Background: an optimization exercise with open tools, aiming at small area. Do not read the settings as production practice. Only simulation tests tie the RTL to the original design; equivalence was not proved.

==> v35: inputs <==
Design inverter_5level_top, start of the top module:
module inverter_5level_top #(
    parameter DATA_WIDTH = 16,
    parameter PHASE_WIDTH = 32,
    parameter DEADTIME_WIDTH = 8,
    parameter CARRIER_DIV_WIDTH = 16
)(
    input  wire                         clk,
    input  wire                         rst_n,
    input  wire                         enable,
    input  wire [PHASE_WIDTH-1:0]       freq_50hz,
    input  wire [DATA_WIDTH-1:0]        modulation_index,
    input  wire [DEADTIME_WIDTH-1:0]    deadtime_cycles,
    input  wire [CARRIER_DIV_WIDTH-1:0] carrier_freq_div,
    output wire                         pwm1_ch1_high,
    output wire                         pwm1_ch1_low,
    output wire                         pwm1_ch2_high,
    output wire                         pwm1_ch2_low,
    output wire                         pwm2_ch1_high,
    output wire                         pwm2_ch1_low,
    output wire                         pwm2_ch2_high,
    output wire                         pwm2_ch2_low,
    output wire                         sync_pulse,
    output wire                         fault
);
==> module carrier_generator, before the edit <==
module carrier_generator (
    input  wire        clk,
    input  wire        rst_n,
    input  wire        enable,
    input  wire [15:0] freq_div,
    output wire [15:0] cu,
    output reg         sync_pulse
);
    reg [15:0] counter;
    reg        counter_dir;
    reg        prev_dir;
    wire [16:0] cnt_inc;
    assign cnt_inc[0] = 1'b1;
    wire [15:0] cnt_plus1;
    genvar gi;
    generate
        for (gi = 0; gi < 16; gi = gi + 1) begin : g_inc
            assign cnt_plus1[gi]  = counter[gi] ^ cnt_inc[gi];
            assign cnt_inc[gi+1]  = counter[gi] & cnt_inc[gi];
        end
    endgenerate
    wire [16:0] ge;
    assign ge[0] = 1'b1;
    generate
        for (gi = 0; gi < 16; gi = gi + 1) begin : g_ge
            assign ge[gi+1] = (cnt_plus1[gi] & ~freq_div[gi]) | (ge[gi] & (cnt_plus1[gi] | ~freq_div[gi]));
        end
    endgenerate
    wire wrap = (|freq_div) && (cnt_inc[16] || ge[16]);
    always @(posedge clk or negedge rst_n) begin
        if (!rst_n) begin
            counter     <= 16'd0;
            counter_dir <= 1'b0;
            prev_dir    <= 1'b0;
            sync_pulse  <= 1'b0;
        end else if (enable) begin
            if (wrap) begin
                counter     <= 16'd0;
                counter_dir <= ~counter_dir;
            end else begin
                counter     <= cnt_plus1;
            end
            prev_dir   <= counter_dir;
            sync_pulse <= ~prev_dir & counter_dir;
        end else begin
            counter     <= 16'd0;
            counter_dir <= 1'b0;
            sync_pulse  <= 1'b0;
        end
    end
    assign cu = counter_dir ? {counter[15], ~counter[14:0]} : counter;
endmodule
==> module pwm_comparator, before the edit <==
module pwm_comparator #(
    parameter RESET_CMP = 1'b0
)(
    input  wire       clk,
    input  wire       rst_n,
    input  wire       enable,
    input  wire       cmp_next,
    input  wire [7:0] deadtime,
    output wire       pwm_high,
    output wire       pwm_low
);
    reg       cmp;
    reg       pwm_raw;
    reg       pwm_raw_prev;
    reg [7:0] deadtime_counter;
    reg       out_en;
    wire       edge_seen = pwm_raw ^ pwm_raw_prev;
    wire       dt_zero   = ~|deadtime_counter;
    wire [8:0] borrow;
    wire [7:0] dt_dec;
    assign borrow[0] = 1'b1;
    genvar gi;
    generate
        for (gi = 0; gi < 8; gi = gi + 1) begin : g_dec
            assign dt_dec[gi]   = deadtime_counter[gi] ^ borrow[gi];
            assign borrow[gi+1] = borrow[gi] & ~deadtime_counter[gi];
        end
    endgenerate
    wire [7:0] dt_next = edge_seen ? deadtime : (dt_zero ? 8'd0 : dt_dec);
    always @(posedge clk or negedge rst_n) begin
        if (!rst_n) begin
            cmp              <= RESET_CMP;
            pwm_raw          <= 1'b0;
            pwm_raw_prev     <= 1'b0;
            deadtime_counter <= 8'd0;
            out_en           <= 1'b0;
        end else begin
            cmp              <= enable ? cmp_next : RESET_CMP;
            pwm_raw          <= enable & cmp;
            pwm_raw_prev     <= enable & pwm_raw;
            deadtime_counter <= enable ? dt_next : 8'd0;
            out_en           <= enable & ~edge_seen & dt_zero;
        end
    end
    assign pwm_high = out_en & pwm_raw_prev;
    assign pwm_low  = out_en & ~pwm_raw_prev;
endmodule
export LEC_CHECK = 0
export CAP_MARGIN = 20
export CORE_MARGIN = 2
export CORE_UTILIZATION = 40
export CTS_BUF_LIST = sky130_fd_sc_hd__clkbuf_8
export SLEW_MARGIN = 20
create_clock -name core_clock -period 10.0 [get_ports {clk}]
standard.sh (not shown) runs the stock make flow with config.mk's settings and CLKGATE_MAP_FILE= SYNTH_SCRIPT=/design/flow/synth_recipe.tcl, a recipe that flattens the netlist after the stock synthesis.
==> flow/flow/run.sh <==
#!/bin/bash
# Own layout flow: the standard flow (standard.sh) with two changes:
#  - synthesis maps logic with an area-oriented ABC script (flow/abc_area.script)
#    instead of ORFS's speed script; registers are mapped as before (dfflibmap
#    runs before ABC), so their names and cells match the standard synthesis;
#  - port buffers are sky130_fd_sc_hd__buf_1 (every port still gets one).
# Each tool's output is in orfs/logs/...; make's own output goes to flow_make.log.
set -euo pipefail
here=$(pwd)
rm -rf "$here/scripts_area"
cp -r "$FLOW_HOME/scripts" "$here/scripts_area"
cp "$here/flow/abc_area.script" "$here/scripts_area/abc_area.script"
bash standard.sh \
  SCRIPTS_DIR="$here/scripts_area" \
  ABC_AREA=1 \
  BUFFER_PORTS_ARGS="-buffer_cell sky130_fd_sc_hd__buf_1" \
  finish > "$here/flow_make.log" 2>&1
==> flow/flow/abc_area.script <==
strash
&get -n
&deepsyn -T 60
&put
dch
map -a
topo
stime -c
==> inputs of v5, as changes to v35 <==
--- a/flow/design.v
+++ b/flow/design.v
@@ -637,10 +637,3 @@
     endgenerate
-    wire [16:0] ge;
-    assign ge[0] = 1'b1;
-    generate
-        for (gi = 0; gi < 16; gi = gi + 1) begin : g_ge
-            assign ge[gi+1] = (cnt_plus1[gi] & ~freq_div[gi]) | (ge[gi] & (cnt_plus1[gi] | ~freq_div[gi]));
-        end
-    endgenerate
-    wire wrap = (|freq_div) && (cnt_inc[16] || ge[16]);
+    wire wrap = (|freq_div) && (cnt_inc[16] || (cnt_plus1 >= freq_div));
     always @(posedge clk or negedge rst_n) begin
@@ -684,15 +677,2 @@
     reg       out_en;
-    wire       edge_seen = pwm_raw ^ pwm_raw_prev;
-    wire       dt_zero   = ~|deadtime_counter;
-    wire [8:0] borrow;
-    wire [7:0] dt_dec;
-    assign borrow[0] = 1'b1;
-    genvar gi;
-    generate
-        for (gi = 0; gi < 8; gi = gi + 1) begin : g_dec
-            assign dt_dec[gi]   = deadtime_counter[gi] ^ borrow[gi];
-            assign borrow[gi+1] = borrow[gi] & ~deadtime_counter[gi];
-        end
-    endgenerate
-    wire [7:0] dt_next = edge_seen ? deadtime : (dt_zero ? 8'd0 : dt_dec);
     always @(posedge clk or negedge rst_n) begin
@@ -704,8 +684,21 @@
             out_en           <= 1'b0;
+        end else if (enable) begin
+            cmp          <= cmp_next;
+            pwm_raw      <= cmp;
+            pwm_raw_prev <= pwm_raw;
+            if (pwm_raw != pwm_raw_prev) begin
+                deadtime_counter <= deadtime;
+                out_en           <= 1'b0;
+            end else if (deadtime_counter != 8'd0) begin
+                deadtime_counter <= deadtime_counter - 8'd1;
+                out_en           <= 1'b0;
+            end else begin
+                out_en           <= 1'b1;
+            end
         end else begin
-            cmp              <= enable ? cmp_next : RESET_CMP;
-            pwm_raw          <= enable & cmp;
-            pwm_raw_prev     <= enable & pwm_raw;
-            deadtime_counter <= enable ? dt_next : 8'd0;
-            out_en           <= enable & ~edge_seen & dt_zero;
+            cmp              <= RESET_CMP;
+            pwm_raw          <= 1'b0;
+            pwm_raw_prev     <= 1'b0;
+            deadtime_counter <= 8'd0;
+            out_en           <= 1'b0;
         end
==> flow/run.sh (new file) <==
#!/bin/bash
# synth_recipe.tcl (not shown) runs the flow's synth.tcl, then flattens the netlist and writes it again
# the make line also repeats each setting of config.mk as NAME=value (left out here)
make -C /OpenROAD-flow-scripts/flow DESIGN_CONFIG=/design/flow/config.mk WORK_HOME=/design/flow/orfs CLKGATE_MAP_FILE= SYNTH_SCRIPT=/design/flow/synth_recipe.tcl finish
--- a/flow/config.mk
+++ b/flow/config.mk
@@ -10,3 +10,2 @@
 export CORE_UTILIZATION = 40
-export CTS_BUF_LIST = sky130_fd_sc_hd__clkbuf_8
 export SLEW_MARGIN = 20
removed: flow/flow/run.sh
removed: flow/flow/abc_area.script
removed: flow/standard.sh
==> inputs of v20, as changes to v35 <==
--- a/flow/config.mk
+++ b/flow/config.mk
@@ -11,2 +11,3 @@
 export CTS_BUF_LIST = sky130_fd_sc_hd__clkbuf_8
+export GPL_TIMING_DRIVEN = 0
 export SLEW_MARGIN = 20
==> run summary <==
item	v35	v5	v20
Result of the run	finished clean	finished clean	finished clean
# rows	59	64	59
Met2 capacity usage during global routing	40.3%	37.1%	40.0%
DIE AREA	27600 µm²	32300 µm²	27600 µm²
Worst Path Arrival	9.48 ns	9.76 ns	9.64 ns
Final layout net count	1769	1776	1708
Most common library cell in the layout ignoring fill and taps	sky130_fd_sc_hd__clkinv_1	sky130_fd_sc_hd__nor2_1	sky130_fd_sc_hd__clkinv_1
Fill cells	2624	2955	2664
Well tap count	335	396	335
1st-pass router iterations	7	6	5
CTS root buffer	sky130_fd_sc_hd__clkbuf_8	sky130_fd_sc_hd__clkbuf_16	sky130_fd_sc_hd__clkbuf_8
Fraction of the mapped netlist area in compound gates	19.8%	24.8%	19.8%
Clock buf count	11	9	10
Worst slack at placement	0.367 ns	-0.236 ns	-0.379 ns
WP data required	10.28 ns	10.18 ns	10.26 ns
Count of inverters other than clock inverters in the layout	309	188	309

-- re-timing with driven ports --
The flow's constraints put no driver on any port. The routed layouts listed below were extracted and timed again, unchanged, in two steps. Step 1 sets driving cells, clkbuf_16 on the clock port and buf_2 on the other inputs (assumed; they add their load-dependent delay and slew). Step 2, shift: input delay + t, output delay - t, t = (earliest + latest rising clock arrival at the registers) / 2. This alone moves slack from input paths to output paths. a / b / c = ideal / step 1 / step 2; a / b = the first two.
run | t, ns | setup slack, ns | worst slew at a driven data input, ns
v35 | 0.378 | 0.792 / 0.799 / 0.422 | 0.06
v5 | 0.373 | 0.417 / 0.429 / 0.056 | 0.05
v20 | 0.370 | 0.621 / 0.630 / 0.259 | 0.07
After both steps every run listed still meets setup and hold. For v35, which loses most, drivers alone change the setup slack by +0.007 ns; drivers and shift together by -0.370 ns.
